This is an optimization exercise on Yosys and OpenROAD, whose aim is small area, not a production implementation. At most, simulation tests tie the RTL to the original design; equivalence was not proved. Power and IR drop assume default switching activity.

==> inputs of job 6555 <==
Design k580vm80a, start of the top module:
module k580vm80a
(
   input         pin_clk,        
   input         pin_f1,         
   input         pin_f2,         
   input         pin_reset,      
   output [15:0] pin_a,          
   output  [7:0] pin_dout,       
   input   [7:0] pin_din,        
   output        pin_aena,       
   output        pin_dena,       
   input         pin_hold,      
   output        pin_hlda,      
   input         pin_ready,     
   output        pin_wait,      
   input         pin_int,       
   output        pin_inte,      
   output        pin_sync,      
   output        pin_dbin,      
   output        pin_wr_n
);
wire  [7:0]    d;
reg   [7:0]    db;
wire  [7:0]    di;
reg   [15:0]   a;
wire           clk, f1, f2;
reg            abufena, db_ena, dbin_pin, dbinf2;
reg            reset;
wire           ready;
wire           dbin_ext;
reg            t404, t382, t383, t735;
wire           t773;
reg            hold, hlda_pin;
wire           hlda, h889;
reg            wr_n, t1124, sync;
wire           t1011;
wire           ready_int;
  ...
clock: 8.0 ns
lec_check: 0
abc_area: 1
cap_margin: 20
core_margin: 2
core_utilization: 55
cts_buf_list: sky130_fd_sc_hd__clkbuf_8
cts_cluster_diameter: 60
cts_cluster_size: 16
slew_margin: 20
standard.sh (not shown) runs the stock make flow with config.mk's settings and CLKGATE_MAP_FILE= SYNTH_SCRIPT=/design/flow/synth_recipe.tcl, a recipe that flattens the netlist after the stock synthesis.
==> flow/flow/run.sh <==
#!/bin/bash
# The standard layout (standard.sh), with three changes:
#  - synthesis maps the logic with an area-oriented ABC script (flow/abc_area.script,
#    used in place of ORFS's abc_area.script; ABC does not touch the registers);
#  - port buffers use the smallest buffer cell;
#  - clock tree synthesis inserts no dummy loads.
# The make output is in ./logs_flow/standard.log, each step's log under orfs/logs.
set -euo pipefail
here=$PWD
mkdir -p "$here/logs_flow"
rm -rf "$here/scripts_area"
cp -r "$FLOW_HOME/scripts" "$here/scripts_area"
cp "$here/flow/abc_area.script" "$here/scripts_area/abc_area.script"
bash "$here/standard.sh" SCRIPTS_DIR="$here/scripts_area" \
     BUFFER_PORTS_ARGS="-buffer_cell sky130_fd_sc_hd__buf_1" \
     CTS_ARGS="-sink_clustering_enable -repair_clock_nets -sink_clustering_size 16 -sink_clustering_max_diameter 60 -buf_list sky130_fd_sc_hd__clkbuf_8 -dont_use_dummy_load" \
     finish > "$here/logs_flow/standard.log" 2>&1
==> flow/flow/abc_area.script <==
strash
balance
rewrite
refactor
balance
rewrite
rewrite -z
balance
refactor -z
rewrite -z
balance
dch -f
amap -F 4 -A 8
topo
==> inputs of job 8445, as changes to job 6555 <==
--- a/flow/design.v
+++ b/flow/design.v
@@ -17,47 +17,42 @@
    input         pin_int,       
    output        pin_inte,      
    output        pin_sync,      
    output        pin_dbin,      
    output        pin_wr_n
 );
 wire  [7:0]    d;
-reg   [7:0]    db;
-wire  [7:0]    di;
+reg   [7:0]    db, di;
 reg   [15:0]   a;
 wire           clk, f1, f2;
-reg            abufena, db_ena, dbin_pin, dbinf2;
+reg            abufena, db_ena, db_stb, dbin_pin, dbinf2;
 reg            reset;
 wire           ready;
 wire           dbin_ext;
-reg            t404, t382, t383, t735;
-wire           t773;
+reg            t851, t404, t382, t383, t712, t735, t773;
 reg            hold, hlda_pin;
 wire           hlda, h889;
-reg            wr_n, t1124, sync;
-wire           t1011;
+reg            wr_n, t1124, t1011, sync;
 wire           ready_int;
 reg   [15:0]   r16_pc, r16_hl, r16_de, r16_bc, r16_sp, r16_wz, mxo;
 wire  [15:0]   mxi;
 wire           mxr0, mxr1, mxr2, mxr3, mxr4, mxr5;
 wire           mxwh, mxwl, mxrh, mxrl, mxw16, mxwadr;
 wire           dec16, inc16, iad16;
-reg            xchg_dh, t3144;
+reg            xchg_dh, xchg_tt, t3144;
 wire           t1460, t1467, t1513, t1514, t1519;
 wire           sy_inta, sy_wo_n, sy_hlta, sy_out, sy_m1, sy_inp, sy_memr;
+reg            sy_stack;
 wire           thalt, twt2;
 reg            t1, t2, tw, t3, t4, t5;
-reg            twf1;
-wire           t1f1, t2f1, t3f1, t4f1, t5f1;
+reg            t1f1, t2f1, twf1, t3f1, t4f1, t5f1;
 reg            m1, m2, m3, m4, m5;
-reg            m1f1;
-wire           m2f1, m3f1, m4f1, m5f1;
+reg            m1f1, m2f1, m3f1, m4f1, m5f1;
 wire           start, ms0, ms1, m836, m839, m871;
-reg            t980;
-wire           t887, t953, t976;
+reg            eom, t789, t887, t953, t976, t980;
 reg            intr, inta, inte, mstart, minta;
 wire           irq;
 reg   [7:0]    i;
 reg            i25, i14, i03;
 wire           imx, acc_sel;
 wire           id_op, id_io, id_in, id_popsw, id_pupsw,
                id_nop, id_lxi, id_inx, id_inr, id_dcr, id_idr, id_mvi, id_dad,
@@ -67,50 +62,33 @@
                id_add, id_adc, id_sub, id_sbb, id_ana, id_xra, id_ora, id_cmp,
                id_lsax, id_mvim, id_shld, id_lhld, id_mvmr, id_mvrm, id_push,
                id_xthl, id_sphl, id_pchl, id_xchg, id_call, id_eidi, id_stlda;
 wire           id80, id81, id82, id83, id84, id85, id86, id00, id01,
                id02, id03, id04, id05, id06, id07, id08, id09, id10;
 wire           goto, jmpflag;
 reg            jmptake, tree0, tree1, tree2;
-reg            t3403, t3361;
+reg            t2806, t2817, t2819, t3047, t2998, t3363, t3403, t3335, t3361;
 reg   [7:0]    xr, r, acc;
 wire  [7:0]    x, s, c;
 wire           cl, ch, daa, daa_6x, daa_x6;
 wire           a398;
-reg            a327, a357;
+reg            a327, a357, a358;
 wire           alu_xout, alu_xwr, alu_xrd, alu_ald, alu_awr, alu_ard,
                alu_rld, alu_r00, alu_rwr, alu_srd, alu_zrd, alu_frd;
 reg            psw_z, psw_s, psw_p, psw_c, psw_ac, tmp_c;
-reg            t1497;
-wire           t2222, t1993;
-reg            psw_ld;
-assign t1011 = t1 & ~reset;
-assign t1f1  = t1 & ~reset;
-assign t2f1  = t2;
-assign t3f1  = t3;
-assign t4f1  = t4;
-assign t5f1  = t5;
-assign m2f1  = m2;
-assign m3f1  = m3;
-assign m4f1  = m4;
-assign m5f1  = m5;
-assign t887  = hold;
-assign t953  = reset;
-assign t976  = t980 & m4;
-assign t2222 = (t2 & m1) | (t1 & m5);
-assign t1993 = t4 & m1;
+reg            t2222, t1375, t1497, t1698, t1668, t1780, t1993, t1994;
+reg            psw_ld, psw_wr, t2046, t2133, t2175;
 assign clk        = pin_clk;
 assign f1         = pin_f1;
 assign f2         = pin_f2;
 assign pin_a      = a;
 assign pin_aena   = abufena;
 assign pin_dout   = db;
 assign pin_dena   = db_ena;
 assign dbin_ext = dbinf2;
-assign di       = pin_din;
 assign d[7]    = ~reset & ~alu_zrd &
                ( dbin_ext & di[7]
                | mxrl & mxo[7]
                | mxrh & mxo[15]
                | t1f1 & sy_memr
                | alu_xrd & xr[7]
                | alu_ard & acc[7]
@@ -179,31 +157,34 @@
                | alu_ard & acc[0]
                | alu_frd & psw_c
                | alu_srd & s[0] );
 always @(posedge clk)
 begin
    if (f2 & db_stb) db <= d;
    if (f2) abufena <=  (~twt2 | ~thalt) & ~hlda_pin;
+   if (f1) db_stb <= t1 | (~sy_wo_n & t2);
+   if (f1) t851 <= t1 | (~sy_wo_n & (t2 | tw | t3));
    if (f2) db_ena <= ~reset & t851;
 end
 always @(posedge clk)
 begin
    if (f1) t404  <= pin_reset;
    if (f2) reset <= t404;
 end
 assign pin_hlda = hlda_pin;
-assign t773 = hlda_pin;
 assign hlda = hold & (t773 | (t3 & sy_wo_n) | (~m1 & sy_hlta) | t735);
 assign h889 = t2f1 | twf1;
 always @(posedge clk)
 begin
+   if (f1)  t712 <= ~sy_wo_n & t3;
    if (f2)  t735 <= t712;
    if (~f2) t382 <= pin_hold;
    if (f2)  t383 <= ((~t382 & hold) | t383);  
    if (~f2) t383 <= 1'b0;
+   if (f2)  t773 <= hlda_pin;
    if (f1)  hlda_pin <= hlda;
 end
 always @(posedge clk)
 begin
    if (reset)
       hold <= 1'b0;
    else
@@ -219,16 +200,18 @@
 end
 assign pin_dbin   = dbin_pin;
 assign pin_wr_n   = wr_n;
 assign pin_sync   = sync;
 always @(posedge clk)
 begin
    dbinf2 <= (f2 | dbin_pin) & ((t1124 & (m1f1 | ~sy_hlta)) | dbinf2);
+   if (dbin_pin) di <= pin_din;
    if (f2) dbin_pin <= t1124 & (m1f1 | ~sy_hlta);
    if (f2) sync <= ~ready_int & t1011;
+   if (f1) t1011 <= t1 & ~reset;
    if (f1) t1124 <= (t2 | tw) & sy_wo_n;
    if (f1) wr_n <= ~(t3 | tw) | ready_int | sy_wo_n;
 end
 assign ready_int = (m4 | m5) & id_dad;
 assign ready = ready_int | pin_ready;
 assign pin_wait = twf1;
 assign      t1467    = tree1 | (id04 & t4f1 & ~id_xthl);
@@ -254,15 +237,16 @@
                      | ~xchg_dh & (((t1513 | t1514) & (~i14 & i25)) | t1519);
 assign      mxr3     = (t1513 | t1514) & (~i14 & ~i25);
 assign      mxr4     = t1467 | (t1513 & i14 & i25);
 assign      mxr5     = ~(t1467 | t1513 | t1514 | t1519 | mxr0);
 always @ (posedge clk)
 begin
       if (f1) t3144 <= t4 | t5 | (m4 & ~id02);
-      xchg_dh <= (xchg_dh & ~reset) ^ (f2 & t2 & id_xchg);
+      xchg_tt <= id_xchg & t2;
+      xchg_dh <= ~reset & ((xchg_tt & ~(id_xchg & t2)) ? ~xchg_dh : xchg_dh);
 end
 always @ (*)
 case ({mxr0, mxr1, mxr2, mxr3, mxr4, mxr5})
    6'b100000:  mxo = r16_pc;
    6'b010000:  mxo = r16_hl;
    6'b001000:  mxo = r16_de;
    6'b000100:  mxo = r16_bc;
@@ -312,23 +296,31 @@
 assign sy_inta = inta;
 assign sy_memr = sy_wo_n & ~sy_inp & ~minta;
 assign sy_wo_n  = m1 | m2 | m3 | (((m4 & ~id86) | (m5 & ~id85)) & ~ready_int);
 always @(posedge clk)
 begin
    if (f1)
       begin
+         sy_stack <= (t1 & t1460)
+                   | (t3 & m3 & id_cxx & ~jmptake)
+                   | (t5 & m1 & id_rxx & ~jmptake);
       end
 end
 assign twt2    = (t2f1 | twf1) & ~start;
 assign thalt   = ~m1 & sy_hlta;
 always @(posedge clk)
 begin
    if (f1)
       begin
+         t1f1 <= t1 & ~reset;  
+         t2f1 <= t2;
          twf1 <= tw;
+         t3f1 <= t3;
+         t4f1 <= t4;
+         t5f1 <= t5;
       end
    if (f2)
       begin
          t1 <= start;
          t2 <= ~start & t1f1;
          tw <= ~start & (t2f1 | twf1) & (~ready | thalt);
          t3 <= ~start & (t2f1 | twf1) &  ready & ~thalt;
@@ -345,25 +337,39 @@
              | (f2 & ((~t382 & hold) | t383) & ~(twf1 | t3f1 | t4f1 | t5f1));
 assign ms0 = ~reset & m839 & ~(sy_stack & ~t1f1) & ~(eom & ~m836);
 assign ms1 = ~reset & m839 & ~(sy_stack & ~t1f1) & ~(m871 & ~m836) & eom;
 always @(posedge clk)
 begin
    if (f1)
       begin
+         t789 <= (id84 & m3) | (id83 & ~id_mvim & m4) | m5;
+         t887 <= hold;
+         t953 <= reset;
+         t976 <= t980 & m4;
+         eom <= t5
+              | t4 & m1 & id80
+              | t3 & m2
+              | t3 & m3
+              | t3 & m4
+              | t3 & m5 & ~id_xthl;
       end
    if (f2)
       begin
          t980 <= sy_inta;
       end
 end
 always @(posedge clk)
 begin
    if (f1)
       begin
          m1f1 <= m1;
+         m2f1 <= m2;
+         m3f1 <= m3;
+         m4f1 <= m4;
+         m5f1 <= m5;
       end
    if (f2)
       begin
          m1 <= (~ms0 & ~ms1) | (~ms1 & m1f1);
          m2 <= (~ms0 | ~ms1) & ((ms0 & m2f1) | (ms1 & m1f1));
          m3 <= (ms0 & m3f1) | (ms1 & m2f1);
          m4 <= (ms0 & m4f1) | (ms1 & m3f1) | (ms0 & ms1);
@@ -458,19 +464,28 @@
          tree2 <= t1 & ( (m4 & (id_mov | id_idr | id_op))
                        | (m5 & id08))
                 | t2 & ( (m4 & (id_shld | id00 | id_dad))
                        | (m5 & (id_shld | id00 | id_dad)))
                 | t3 & ( (m4 & (id_lhld | id_dad))
                        | (m5 & (id_lhld | id_dad)))
                 | t5 & m5;
+         t2806 <= id08 & ((t3 & m4) | (t5 & m1));
+         t2817 <= reset | (t3 & (m1 | m3 | (m4 & id_io) | (m5 & id06)));
+         t2819 <= reset | (t3 & (m2 | (m4 & id06) | (m5 & id_rst)));
+         t3047 <= m4 & (t1 | t2) & id_dad
+                | t2 & ((m4 & id_shld) | (m5 & id03));
+         t2998 <= (t1 | t2) & m5 & id_dad
+                | t2 & ((m5 & id_shld) | (m4 & id03));
          t3403 <= t2 & ( (m1 | m2)
                        | (m3 & ~id_xthl)
                        | ((m4 | m5) & ~id_dad & ~id09))
                 | t3 & m4 & id09
                 | t5 & (m5 | (m1 & ~id08));
+         t3363 <= t1 & (m1 | m2 | m3 | ((m4 | m5) & ~id_hlt & ~id_dad));
+         t3335 <= id07 & ((t1 & (m4 | m5)) | (t3 & (m2 | m3)) | t5);
          t3361 <= t1 & m4 & id_lsax
                 | t2 & id10 & ~sy_wo_n
                 | t3 & id10 & sy_wo_n & (m4 | m5)
                 | t5 & id08 & m1;
       end
 end
 assign id_nop     = cmp(i, 8'b00xxx000, 8'b00111000);
@@ -597,21 +612,39 @@
 assign alu_frd = t2046;  
 assign alu_zrd = m1f1 & t3f1;
 assign a398 = t1993 & ((t1994 & id08) | id_opa | id_stlda | id_lsax | id_io);
 always @(posedge clk)
 begin
    if (f1)
       begin
+         t1375 <= t2 & m4 & id_pupsw;
          t1497 <= t3 & m5 & id_popsw;
+         t1698 <= t5 & m1 & ~id_inr & ~id_dcr
+                | t3 & m5 & id_rst;
+         t1668 <= t2 & m5 & (id_inr | id_dcr)
+                | t3 & m5 & id_dad
+                | t3 & m4 & id_dad
+                | t5 & m1 & (id_inr | id_dcr);
+         t1780 <= t3 & m1
+                | t1 & (m4 | m5) & id_dad;
+         t2222 <= (t2 & m1) | (t1 & m5);
          a327  <= t3 & m4 & ~(id_dad | id_out | id_rst)
                 | t2 & (m4 | m5) & id_dad;
          a357  <= t3 & m5 & (id_io | id_mvim) & sy_wo_n
                 | t3 & m4 & (id_stlda | id_lsax | id_mvmr) & sy_wo_n
                 | acc_sel & id08 & (t5 & m1 | t3 & m4);
+         a358  <= t2 &  ~sy_wo_n & (id_io | id_mvim | id_stlda | id_lsax | id_mvmr);
          psw_ld   <= t3 & m4 & id_popsw;
+         psw_wr   <= t2 & m1 & (id_opi | id_inr | id_dcr | id_daa | id_op);
+         t2046    <= t2 & m5 & id_pupsw;   
+         t1993    <= t4 & m1;
+         t1994    <= acc_sel;
+         t2133    <= ~id_rxc & c[7];
+         t2175    <= t3 & m1
+                   | t2 & m5 & id_dad;
       end
 end
 always @(posedge clk)
 begin
    if (f2)
       begin
          if (alu_xwr) xr <= id_rst ? (i & 8'b00111000) : d;
@@ -662,47 +695,8 @@
                if (id_inr | id_ora | id_xra | id_ana | id_cmp | id_sub)
                   tmp_c <= 1'b1;
                if (id_dad | id_cma | id_dcr | id_add | id_stc)
                   tmp_c <= 1'b0;
             end
       end
 end
-wire           db_stb, t851, t712, sy_stack, eom, t789, t2806, t2817, t2819, t3047, t2998, t3363, t3335, t1375, t1698, t1668, t1780, a358, psw_wr, t2046, t1994, t2133, t2175;
-assign db_stb = t1 | (~sy_wo_n & t2);
-assign t851 = t1 | (~sy_wo_n & (t2 | tw | t3));
-assign t712 = ~sy_wo_n & t3;
-assign sy_stack = (t1 & t1460)
-                   | (t3 & m3 & id_cxx & ~jmptake)
-                   | (t5 & m1 & id_rxx & ~jmptake);
-assign eom = t5
-              | t4 & m1 & id80
-              | t3 & m2
-              | t3 & m3
-              | t3 & m4
-              | t3 & m5 & ~id_xthl;
-assign t789 = (id84 & m3) | (id83 & ~id_mvim & m4) | m5;
-assign t2806 = id08 & ((t3 & m4) | (t5 & m1));
-assign t2817 = reset | (t3 & (m1 | m3 | (m4 & id_io) | (m5 & id06)));
-assign t2819 = reset | (t3 & (m2 | (m4 & id06) | (m5 & id_rst)));
-assign t3047 = m4 & (t1 | t2) & id_dad
-                | t2 & ((m4 & id_shld) | (m5 & id03));
-assign t2998 = (t1 | t2) & m5 & id_dad
-                | t2 & ((m5 & id_shld) | (m4 & id03));
-assign t3363 = t1 & (m1 | m2 | m3 | ((m4 | m5) & ~id_hlt & ~id_dad));
-assign t3335 = id07 & ((t1 & (m4 | m5)) | (t3 & (m2 | m3)) | t5);
-assign t1375 = t2 & m4 & id_pupsw;
-assign t1698 = t5 & m1 & ~id_inr & ~id_dcr
-                | t3 & m5 & id_rst;
-assign t1668 = t2 & m5 & (id_inr | id_dcr)
-                | t3 & m5 & id_dad
-                | t3 & m4 & id_dad
-                | t5 & m1 & (id_inr | id_dcr);
-assign t1780 = t3 & m1
-                | t1 & (m4 | m5) & id_dad;
-assign a358 = t2 &  ~sy_wo_n & (id_io | id_mvim | id_stlda | id_lsax | id_mvmr);
-assign psw_wr = t2 & m1 & (id_opi | id_inr | id_dcr | id_daa | id_op);
-assign t2046 = t2 & m5 & id_pupsw;   
-assign t1994 = acc_sel;
-assign t2133 = ~id_rxc & c[7];
-assign t2175 = t3 & m1
-                   | t2 & m5 & id_dad;
 endmodule
==> flow/run.sh (new file) <==
#!/bin/bash
# synth_recipe.tcl (not shown) runs the flow's synth.tcl, then flattens the netlist and writes it again
# the make line also repeats each setting of config.mk as NAME=value (left out here)
make -C /OpenROAD-flow-scripts/flow DESIGN_CONFIG=/design/flow/config.mk WORK_HOME=/design/flow/orfs CLKGATE_MAP_FILE= SYNTH_SCRIPT=/design/flow/synth_recipe.tcl finish
==> flow/config.mk (replaced) <==
export PLATFORM = sky130hd
export DESIGN_NAME = k580vm80a
export DESIGN_NICKNAME = k580vm80a
export VERILOG_FILES = /design/flow/design.v
export SDC_FILE = /design/flow/constraint.sdc
export NUM_CORES = 4
export LEC_CHECK = 0
export ABC_AREA = 1
export CAP_MARGIN = 20
export CORE_MARGIN = 2
export CORE_UTILIZATION = 40
export SLEW_MARGIN = 20
removed: flow/flow/run.sh
removed: flow/flow/abc_area.script
removed: flow/standard.sh
==> inputs of job 1703, as changes to job 6555 <==
--- a/flow/design.v
+++ b/flow/design.v
@@ -17,35 +17,33 @@
    input         pin_int,       
    output        pin_inte,      
    output        pin_sync,      
    output        pin_dbin,      
    output        pin_wr_n
 );
 wire  [7:0]    d;
-reg   [7:0]    db;
-wire  [7:0]    di;
+reg   [7:0]    db, di;
 reg   [15:0]   a;
 wire           clk, f1, f2;
 reg            abufena, db_ena, dbin_pin, dbinf2;
 reg            reset;
 wire           ready;
 wire           dbin_ext;
-reg            t404, t382, t383, t735;
-wire           t773;
+reg            t404, t382, t383, t735, t773;
 reg            hold, hlda_pin;
 wire           hlda, h889;
 reg            wr_n, t1124, sync;
 wire           t1011;
 wire           ready_int;
 reg   [15:0]   r16_pc, r16_hl, r16_de, r16_bc, r16_sp, r16_wz, mxo;
 wire  [15:0]   mxi;
 wire           mxr0, mxr1, mxr2, mxr3, mxr4, mxr5;
 wire           mxwh, mxwl, mxrh, mxrl, mxw16, mxwadr;
 wire           dec16, inc16, iad16;
-reg            xchg_dh, t3144;
+reg            xchg_dh, xchg_tt, t3144;
 wire           t1460, t1467, t1513, t1514, t1519;
 wire           sy_inta, sy_wo_n, sy_hlta, sy_out, sy_m1, sy_inp, sy_memr;
 wire           thalt, twt2;
 reg            t1, t2, tw, t3, t4, t5;
 reg            twf1;
 wire           t1f1, t2f1, t3f1, t4f1, t5f1;
 reg            m1, m2, m3, m4, m5;
@@ -102,15 +100,14 @@
 assign f1         = pin_f1;
 assign f2         = pin_f2;
 assign pin_a      = a;
 assign pin_aena   = abufena;
 assign pin_dout   = db;
 assign pin_dena   = db_ena;
 assign dbin_ext = dbinf2;
-assign di       = pin_din;
 assign d[7]    = ~reset & ~alu_zrd &
                ( dbin_ext & di[7]
                | mxrl & mxo[7]
                | mxrh & mxo[15]
                | t1f1 & sy_memr
                | alu_xrd & xr[7]
                | alu_ard & acc[7]
@@ -187,23 +184,23 @@
 end
 always @(posedge clk)
 begin
    if (f1) t404  <= pin_reset;
    if (f2) reset <= t404;
 end
 assign pin_hlda = hlda_pin;
-assign t773 = hlda_pin;
 assign hlda = hold & (t773 | (t3 & sy_wo_n) | (~m1 & sy_hlta) | t735);
 assign h889 = t2f1 | twf1;
 always @(posedge clk)
 begin
    if (f2)  t735 <= t712;
    if (~f2) t382 <= pin_hold;
    if (f2)  t383 <= ((~t382 & hold) | t383);  
    if (~f2) t383 <= 1'b0;
+   if (f2)  t773 <= hlda_pin;
    if (f1)  hlda_pin <= hlda;
 end
 always @(posedge clk)
 begin
    if (reset)
       hold <= 1'b0;
    else
@@ -219,14 +216,15 @@
 end
 assign pin_dbin   = dbin_pin;
 assign pin_wr_n   = wr_n;
 assign pin_sync   = sync;
 always @(posedge clk)
 begin
    dbinf2 <= (f2 | dbin_pin) & ((t1124 & (m1f1 | ~sy_hlta)) | dbinf2);
+   if (dbin_pin) di <= pin_din;
    if (f2) dbin_pin <= t1124 & (m1f1 | ~sy_hlta);
    if (f2) sync <= ~ready_int & t1011;
    if (f1) t1124 <= (t2 | tw) & sy_wo_n;
    if (f1) wr_n <= ~(t3 | tw) | ready_int | sy_wo_n;
 end
 assign ready_int = (m4 | m5) & id_dad;
 assign ready = ready_int | pin_ready;
@@ -254,15 +252,16 @@
                      | ~xchg_dh & (((t1513 | t1514) & (~i14 & i25)) | t1519);
 assign      mxr3     = (t1513 | t1514) & (~i14 & ~i25);
 assign      mxr4     = t1467 | (t1513 & i14 & i25);
 assign      mxr5     = ~(t1467 | t1513 | t1514 | t1519 | mxr0);
 always @ (posedge clk)
 begin
       if (f1) t3144 <= t4 | t5 | (m4 & ~id02);
-      xchg_dh <= (xchg_dh & ~reset) ^ (f2 & t2 & id_xchg);
+      xchg_tt <= id_xchg & t2;
+      xchg_dh <= ~reset & ((xchg_tt & ~(id_xchg & t2)) ? ~xchg_dh : xchg_dh);
 end
 always @ (*)
 case ({mxr0, mxr1, mxr2, mxr3, mxr4, mxr5})
    6'b100000:  mxo = r16_pc;
    6'b010000:  mxo = r16_hl;
    6'b001000:  mxo = r16_de;
    6'b000100:  mxo = r16_bc;
==> flow/flow/run.sh (replaced) <==
#!/bin/bash
# The standard layout (standard.sh), with two changes:
#  - synthesis maps the logic with an area-oriented ABC script (flow/abc_area.script,
#    used in place of ORFS's abc_area.script; registers are not touched by ABC);
#  - port buffers use the smallest buffer cell.
# Each tool's output is in ./logs_flow and under orfs/logs.
set -euo pipefail
here=$PWD
mkdir -p "$here/logs_flow"
rm -rf "$here/scripts_area"
cp -r "$FLOW_HOME/scripts" "$here/scripts_area"
cp "$here/flow/abc_area.script" "$here/scripts_area/abc_area.script"
bash "$here/standard.sh" SCRIPTS_DIR="$here/scripts_area" \
     BUFFER_PORTS_ARGS="-buffer_cell sky130_fd_sc_hd__buf_1" finish \
     > "$here/logs_flow/standard.log" 2>&1
==> flow/flow/abc_area.script (replaced) <==
strash
&get -n
&deepsyn -T 60
&put
dch -f
amap
topo
==> run summary <==
quantity                                                           job 8445   job 1703   job 6555
Run status                                 no timing/DRC/antenna violations  no timing/DRC/antenna violations  no timing/DRC/antenna violations
Vias in the first global route                                         9931       8809       8780
First-pass GRT wire length                                         63300 um   53500 um   53500 um
Commonest non-fill, non-tap cell in the layout                      nand2_1   edfxtp_1   edfxtp_1
LEAKAGE                                                             5.94 nW    3.98 nW    3.78 nW
Row count                                                                66         51         51
Crit path time final                                                5.23 ns    7.28 ns    6.55 ns
Layout cell share with drive strength beyond 1                        8.27%      4.93%      3.21%
Fin nets                                                               1458       1187       1162
Mapped Area                                                       13200 um2  10900 um2  10700 um2
Crit path max fanout                                                     11         10         10
Layout Utilization                                                    46.1%      61.9%      60.0%
Final worst path period share                                         65.4%      91.0%      81.9%
Wl on met1                                                         19100 um   14100 um   14100 um
WL per Instance                                                     22.5 um    24.7 um    26.3 um
Final weighted congestion of routability-driven global placement      0.960      0.995       1.07
Vias per inst                                                          5.60       6.54       6.84
Mapped Cells                                                           1364       1059       1045
Global-route met1 utilization                                         36.2%      48.0%      50.0%
Sw Share                                                              28.3%      30.2%      31.2%
For job 1703, only the layout was checked, not whether the RTL still works.

[static timing again, ports no longer ideal]
No port has a modelled driver above. Below, the same layouts with a new extraction and two added sets of constraints.
Step 1, drivers: a clkbuf_16 drives pin_clk and a buf_2 each remaining input, both assumed.
Step 2 also shifts input and output timing later by t, the mid clock arrival at the registers, as if the neighbouring blocks saw the same clock.
Three values: no drivers, after step 1, after step 2; two values: the first two.
run | t (ns) | slack for setup (ns) | clock arrival spread, ns | worst data-port slew with drivers (ns) | cell pins on the clock port's net
job 6555 | 0.545 | 1.447 / 1.447 / 1.447 | 0.044 / 0.044 | 0.03 | 1
job 8445 | 0.614 | 2.771 / 2.771 / 2.771 | 0.013 / 0.014 | 0.04 | 1
job 1703 | 0.581 | 0.722 / 0.722 / 0.722 | 0.035 / 0.036 | 0.03 | 1
After both steps every run listed still meets setup and hold.
